From an optimization exercise on the open Yosys and OpenROAD flow, aimed at small area; shortcuts taken in it are not production practice. At most, simulation tests tie the RTL to the original design; equivalence was not proved. Power figures rest on the tool's default switching activity, not on a simulated workload.

==> 07-09: inputs <==
// apollo_top
module apollo_top(
	input clk,
	input rst_n,
	input rs232_rx,
	output rs232_tx,
	input [7:0] in_ad_data,
	output out_ad_clk,
	output Sftclk,
	output Lchclk,
	output SDout,
	output test1,
	output test2
);
reg [3:0] rxs;
always @(posedge clk or negedge rst_n)
	if (!rst_n) rxs <= 4'd0;
	else rxs <= {rxs[2:0], rs232_rx};
wire rx_neg = rxs[3] & rxs[2] & ~rxs[1] & ~rxs[0];
reg rx_busy, rx_bps, rx_int;
reg [8:0] rx_cnt;
reg [3:0] rx_num;
reg [7:0] rx_data;
wire rx_cnt_end = (rx_cnt == 9'd364);
always @(posedge clk)
	if (rx_busy && !rx_cnt_end) rx_cnt <= {rx_cnt[7:0], ~(rx_cnt[8] ^ rx_cnt[4])};
	else rx_cnt <= 9'd0;
always @(posedge clk or negedge rst_n)
	if (!rst_n) rx_bps <= 1'b0;
	else rx_bps <= rx_busy && (rx_cnt == 9'd77);
wire rx_num9 = rx_num[3] & rx_num[0];
always @(posedge clk or negedge rst_n)
	if (!rst_n) rx_busy <= 1'b0;
	else if (!rx_busy && rx_neg) rx_busy <= 1'b1;
	else if (rx_num9 && rx_bps) rx_busy <= 1'b0;
always @(posedge clk or negedge rst_n)
	if (!rst_n) begin
		rx_num <= 4'd0;
		rx_int <= 1'b0;
	end else if (rx_busy && rx_bps) begin
		if (!rx_num9) begin rx_num <= rx_num + 4'd1; rx_int <= 1'b0; end
		else begin rx_num <= 4'd0; rx_int <= 1'b1; end
	end else rx_int <= 1'b0;
always @(posedge clk)
	if (rx_busy && rx_bps)
		case (rx_num)
			4'd1: rx_data[0] <= rs232_rx;
			4'd2: rx_data[1] <= rs232_rx;
			4'd3: rx_data[2] <= rs232_rx;
			4'd4: rx_data[3] <= rs232_rx;
			4'd5: rx_data[4] <= rs232_rx;
			4'd6: rx_data[5] <= rs232_rx;
			4'd7: rx_data[6] <= rs232_rx;
			4'd8: rx_data[7] <= rs232_rx;
			default: ;
		endcase
wire tx_write;
wire [7:0] tx_in;
reg [2:0] tw;
always @(posedge clk or negedge rst_n)
	if (!rst_n) tw <= 3'b111;
	else tw <= {tw[1:0], tx_write};
wire tx_start = tw[1] & ~tw[2];
reg tx_en, tx_bps, txr;
reg [7:0] tx_data;
reg [3:0] tx_num;
reg [8:0] tx_cnt;
wire tx_num11 = tx_num[3] & tx_num[1] & tx_num[0];
always @(posedge clk or negedge rst_n)
	if (!rst_n) tx_en <= 1'b0;
	else if (tx_start) tx_en <= 1'b1;
  ...
Settings: LEC_CHECK=0, CAP_MARGIN=20, CORE_MARGIN=2, CORE_UTILIZATION=40, CTS_CLUSTER_DIAMETER=80, CTS_CLUSTER_SIZE=30, PLACE_DENSITY=0.6, SLEW_MARGIN=20; clock period 20.0 ns.
run.sh (not shown) runs the stock make flow with config.mk's settings and CLKGATE_MAP_FILE= SYNTH_SCRIPT=/design/flow/synth_recipe.tcl, a recipe that flattens the netlist after the stock synthesis.
==> 04-19 (differences from 07-09) <==
--- a/flow/design.v
+++ b/flow/design.v
@@ -18,17 +18,17 @@
 wire rx_neg = rxs[3] & rxs[2] & ~rxs[1] & ~rxs[0];
 reg rx_busy, rx_bps, rx_int;
 reg [8:0] rx_cnt;
 reg [3:0] rx_num;
 reg [7:0] rx_data;
-wire rx_cnt_end = (rx_cnt == 9'd364);
+wire rx_cnt_end = rx_cnt[8] & rx_cnt[7] & rx_cnt[5] & rx_cnt[4] & rx_cnt[1];	 
 always @(posedge clk)
-	if (rx_busy && !rx_cnt_end) rx_cnt <= {rx_cnt[7:0], ~(rx_cnt[8] ^ rx_cnt[4])};
+	if (rx_busy && !rx_cnt_end) rx_cnt <= rx_cnt + 9'd1;
 	else rx_cnt <= 9'd0;
 always @(posedge clk or negedge rst_n)
 	if (!rst_n) rx_bps <= 1'b0;
-	else rx_bps <= rx_busy && (rx_cnt == 9'd77);
+	else rx_bps <= rx_busy && (rx_cnt == 9'd217);
 wire rx_num9 = rx_num[3] & rx_num[0];
 always @(posedge clk or negedge rst_n)
 	if (!rst_n) rx_busy <= 1'b0;
 	else if (!rx_busy && rx_neg) rx_busy <= 1'b1;
 	else if (rx_num9 && rx_bps) rx_busy <= 1'b0;
@@ -69,17 +69,17 @@
 	if (!rst_n) tx_en <= 1'b0;
 	else if (tx_start) tx_en <= 1'b1;
 	else if (tx_num11) tx_en <= 1'b0;
 always @(posedge clk)
 	if (tx_start) tx_data <= tx_in;
-wire tx_cnt_end = (tx_cnt == 9'd364);
+wire tx_cnt_end = tx_cnt[8] & tx_cnt[7] & tx_cnt[5] & tx_cnt[4] & tx_cnt[1];
 always @(posedge clk)
-	if (tx_en && !tx_cnt_end) tx_cnt <= {tx_cnt[7:0], ~(tx_cnt[8] ^ tx_cnt[4])};
+	if (tx_en && !tx_cnt_end) tx_cnt <= tx_cnt + 9'd1;
 	else tx_cnt <= 9'd0;
 always @(posedge clk or negedge rst_n)
 	if (!rst_n) tx_bps <= 1'b0;
-	else tx_bps <= tx_en && (tx_cnt == 9'd77);
+	else tx_bps <= tx_en && (tx_cnt == 9'd217);
 always @(posedge clk or negedge rst_n)
 	if (!rst_n) begin
 		tx_num <= 4'd0;
 		txr <= 1'b1;
 	end else if (tx_en) begin
@@ -127,15 +127,15 @@
 		S_RESET: begin scode_rdy_r <= 1'b1; recv_rst_r <= 1'b0; state <= S_RETURN; end
 		S_ON:    begin scode_rdy_r <= 1'b1; recv_en <= 1'b1; state <= S_RETURN; end
 		S_OFF:   begin scode_rdy_r <= 1'b1; recv_en <= 1'b0; state <= S_RETURN; end
 		S_STATUS: begin
 			ctr_out <= 1'b1;
-			if (out_cnt == 15'd0) tx_write_r <= 1'b0;
-			else if (out_cnt == 15'd3) begin txl <= {recv_en, ctr_out}; txsel <= 1'b0; tx_write_r <= 1'b1; end
-			else if (out_cnt == 15'd24978) tx_write_r <= 1'b0;
-			else if (out_cnt == 15'd19178) begin txsel <= 1'b1; tx_write_r <= 1'b1; end
-			else if (out_cnt == 15'd17894) state <= S_RETURN;
+			if (out_cnt == 15'd20000) tx_write_r <= 1'b0;
+			else if (out_cnt == 15'd19998) begin txl <= {recv_en, ctr_out}; txsel <= 1'b0; tx_write_r <= 1'b1; end
+			else if (out_cnt == 15'd10008) tx_write_r <= 1'b0;
+			else if (out_cnt == 15'd9998) begin txsel <= 1'b1; tx_write_r <= 1'b1; end
+			else if (out_cnt == 15'd0) state <= S_RETURN;
 		end
 		S_SILENCE:
 			if (rx_int) begin p1 <= (rx_data == 8'd1); state <= S_RETURN; end
 		S_LEVEL:
 			if (rx_int) begin scode_rdy_r <= 1'b1; level_r <= rx_data; state <= S_RETURN; end
@@ -151,12 +151,12 @@
 				default: ;
 			endcase
 		default: state <= S_IDLE;
 	endcase
 always @(posedge clk)
-	if (state == S_IDLE && rx_int && rx_data == 8'd4) out_cnt <= 15'd0;
-	else if (state == S_STATUS) out_cnt <= {out_cnt[13:0], ~(out_cnt[14] ^ out_cnt[13])};
+	if (state == S_IDLE && rx_int && rx_data == 8'd4) out_cnt <= 15'd20000;
+	else if (state == S_STATUS) out_cnt <= out_cnt - 15'd1;
 always @(posedge clk)
 	case (state)
 		S_RESET: scode_r <= 8'd0;
 		S_ON: scode_r <= 8'd1;
 		S_OFF: scode_r <= 8'd2;
@@ -260,10 +260,14 @@
 	if (!rrst_n) begin syn_buf <= 1'b0; ben <= 1'b0; end
 	else if (ce) begin syn_buf <= ~clk_low1; ben <= syn_neg; end
 always @(posedge clk)
 	if (ce && syn_neg) bin <= bdata;
 assign test2 = ben;
+reg [5:0] ph;
+always @(posedge clk or negedge rrst_n)
+	if (!rrst_n) ph <= 6'd0;
+	else ph <= ph + 6'd1;
 reg [12:0] pv;
 always @(posedge clk or negedge rrst_n)
 	if (!rrst_n) pv <= 13'd0;
 	else if (ce && a13) pv <= pv + {5'd0, adout};
 wire snap = ce & g8 & (gcnt == 5'd9);	 
@@ -295,24 +299,26 @@
 	else if (ce) begin
 		if (ben && bin) rflag <= 1'b1;
 		else if (g4) rflag <= 1'b0;
 	end
 reg [511:0] rring;
-reg [5:0] rd;
-reg rW, rclr;
+reg [5:0] rwp;
+reg rW, rlap;
 reg [7:0] rnxt;
 wire rpend = (ce & rflag & g3) | rW;
-wire rwr = rpend & (rd == 6'd0);
+wire rwr = rpend & (ph == rwp);
 always @(posedge clk)
-	rring <= {rring[503:0], rwr ? rssi : (rclr ? 8'd0 : rring[511:504])};
+	rring <= {rring[503:0], rwr ? rssi : rring[511:504]};
 always @(posedge clk or negedge rrst_n)
-	if (!rrst_n) begin rd <= 6'd0; rW <= 1'b0; rclr <= 1'b1; rnxt <= 8'd0; end
+	if (!rrst_n) begin rwp <= 6'd0; rW <= 1'b0; rlap <= 1'b1; rnxt <= 8'd0; end
 	else begin
-		if (!rwr) rd <= rd - 6'd1;
-		if (rd == 6'd1) rclr <= 1'b0;
 		rW <= rpend & ~rwr;
-		if (rwr) rnxt <= rring[503:496];
+		if (rwr) begin
+			rwp <= rwp + 6'd1;
+			if (rwp == 6'd62) rlap <= 1'b0;
+			rnxt <= rlap ? 8'd0 : rring[503:496];
+		end
 	end
 reg [14:0] rsum;
 always @(posedge clk or negedge rrst_n)
 	if (!rrst_n) rsum <= 15'd0;
 	else if (ce && rflag) begin
@@ -364,14 +370,12 @@
 endfunction
 reg ts, ts_r;
 reg [12:0] ocnt;
 reg [3:0] fcnt;
 wire tsp = ts & ~ts_r;
-wire oc6000 = (ocnt == 13'd1111);
-wire oc50 = (ocnt == 13'd315);
-wire [12:0] ocnt_nx = {ocnt[11:0], ~(ocnt[12] ^ ocnt[3] ^ ocnt[2] ^ ocnt[0])};
-reg pre50;	 
+wire oc6000 = ocnt[12] & ocnt[10] & ocnt[9] & ocnt[8] & ocnt[6] & ocnt[5] & ocnt[4];
+wire oc50 = (ocnt == 13'd50);
 always @(posedge clk or negedge rrst_n)
 	if (!rrst_n) begin ts <= 1'b0; ts_r <= 1'b0; end
 	else if (ce) begin
 		ts_r <= ts;
 		if (fden) ts <= 1'b1;
@@ -380,11 +384,11 @@
 always @(posedge clk)
 	if (ce) begin
 		if (tsp) begin ocnt <= 13'd0; fcnt <= 4'd0; end
 		else if (ts) begin
 			if (oc6000) begin ocnt <= 13'd0; fcnt <= fcnt + 4'd1; end
-			else ocnt <= ocnt_nx;
+			else ocnt <= ocnt + 13'd1;
 		end else begin ocnt <= 13'd0; fcnt <= 4'd0; end
 	end
 reg [7:0] f_uh, f_ul, f_zid, f_cnt, f_typ, f_rssi;
 reg floadW;
 wire fload = floadW & aligned & ~bW;
@@ -401,15 +405,11 @@
 		f_cnt <= man(bbuf[20:5]);
 	end
 always @(posedge clk)
 	if (ce && tsp) f_rssi <= rsum[14:7];
 reg sent_any;
-always @(posedge clk)
-	if (ce) begin
-		if (tsp || !ts || oc6000) pre50 <= 1'b1;
-		else if (oc50) pre50 <= 1'b0;
-	end
+wire pre50 = (ocnt <= 13'd50);
 wire [2:0] idx = fcnt[2:0] - {2'd0, pre50};
 reg [7:0] fb;
 always @(*)
 	case (idx)
 		3'd0: fb = 8'hCA;
==> flow_summary_export.csv <==
group,metric,value,unit
status,outcome,"finished clean",
place,dpl.hpwl,34800,um
floorplan,coreArea,79100,um^2
synth,synth_top_area_share,36.8,%
floorplan,die-width,287,um
floorplan,num_rows,103,
synth,syn_nets,2624,
synth,synth_area_per_cell,12.8,um^2
global_routing,grt_util_all_layers,12.9,%
route,drt_wl_total,52400,um
sta,finalCritPeriodShare,37.0,%
worst_setup_path,cp.arrival,3.41,ns
power_and_ir_drop,ir_worst_vdd,0.0718,mV
power_and_ir_drop,leakage,13.9,nW
Source of the figures above: 04-19

==> flow_summary_export.csv <==
group,metric,value,unit
synth,synth_top_area_share,37.7,%
status,outcome,"finished clean",
sta,finalCritPeriodShare,39.4,%
power_and_ir_drop,ir_worst_vdd,0.0581,mV
worst_setup_path,cp.arrival,3.89,ns
global_routing,grt_util_all_layers,12.7,%
route,drt_wl_total,51000,um
Source of the figures above: 07-09

Only the layout flow was run in 04-19; the RTL was not checked for function there.

-- separate check: timing with driven ports --
The results above use ideal ports. As a check the final layouts listed here were re-extracted and re-timed, cells and wires unchanged.
Step 1 (the two cells are an assumption about what drives the block):
set clk [get_ports {clk}]
set_driving_cell -lib_cell sky130_fd_sc_hd__clkbuf_16 $clk
set_driving_cell -lib_cell sky130_fd_sc_hd__buf_2 [delete_from_list [all_inputs] $clk]
Step 2 times the ports against the registers' clock, not the clock port: input delays grow and output delays shrink by t, the midpoint of the rising clock arrivals with the driver on.
a / b / c = no drivers / after step 1 / after step 2; a / b = the first two.
run | t (ns) | setup slack, ns | clock arrival spread, ns | worst register clock-pin slew, ns
07-09 | 0.673 | 12.111 / 12.047 / 12.720 | 0.032 / 0.032 | 0.11 / 0.11
04-19 | 0.643 | 12.591 / 12.536 / 13.179 | 0.042 / 0.042 | 0.11 / 0.11
After both steps every run listed still meets setup and hold.
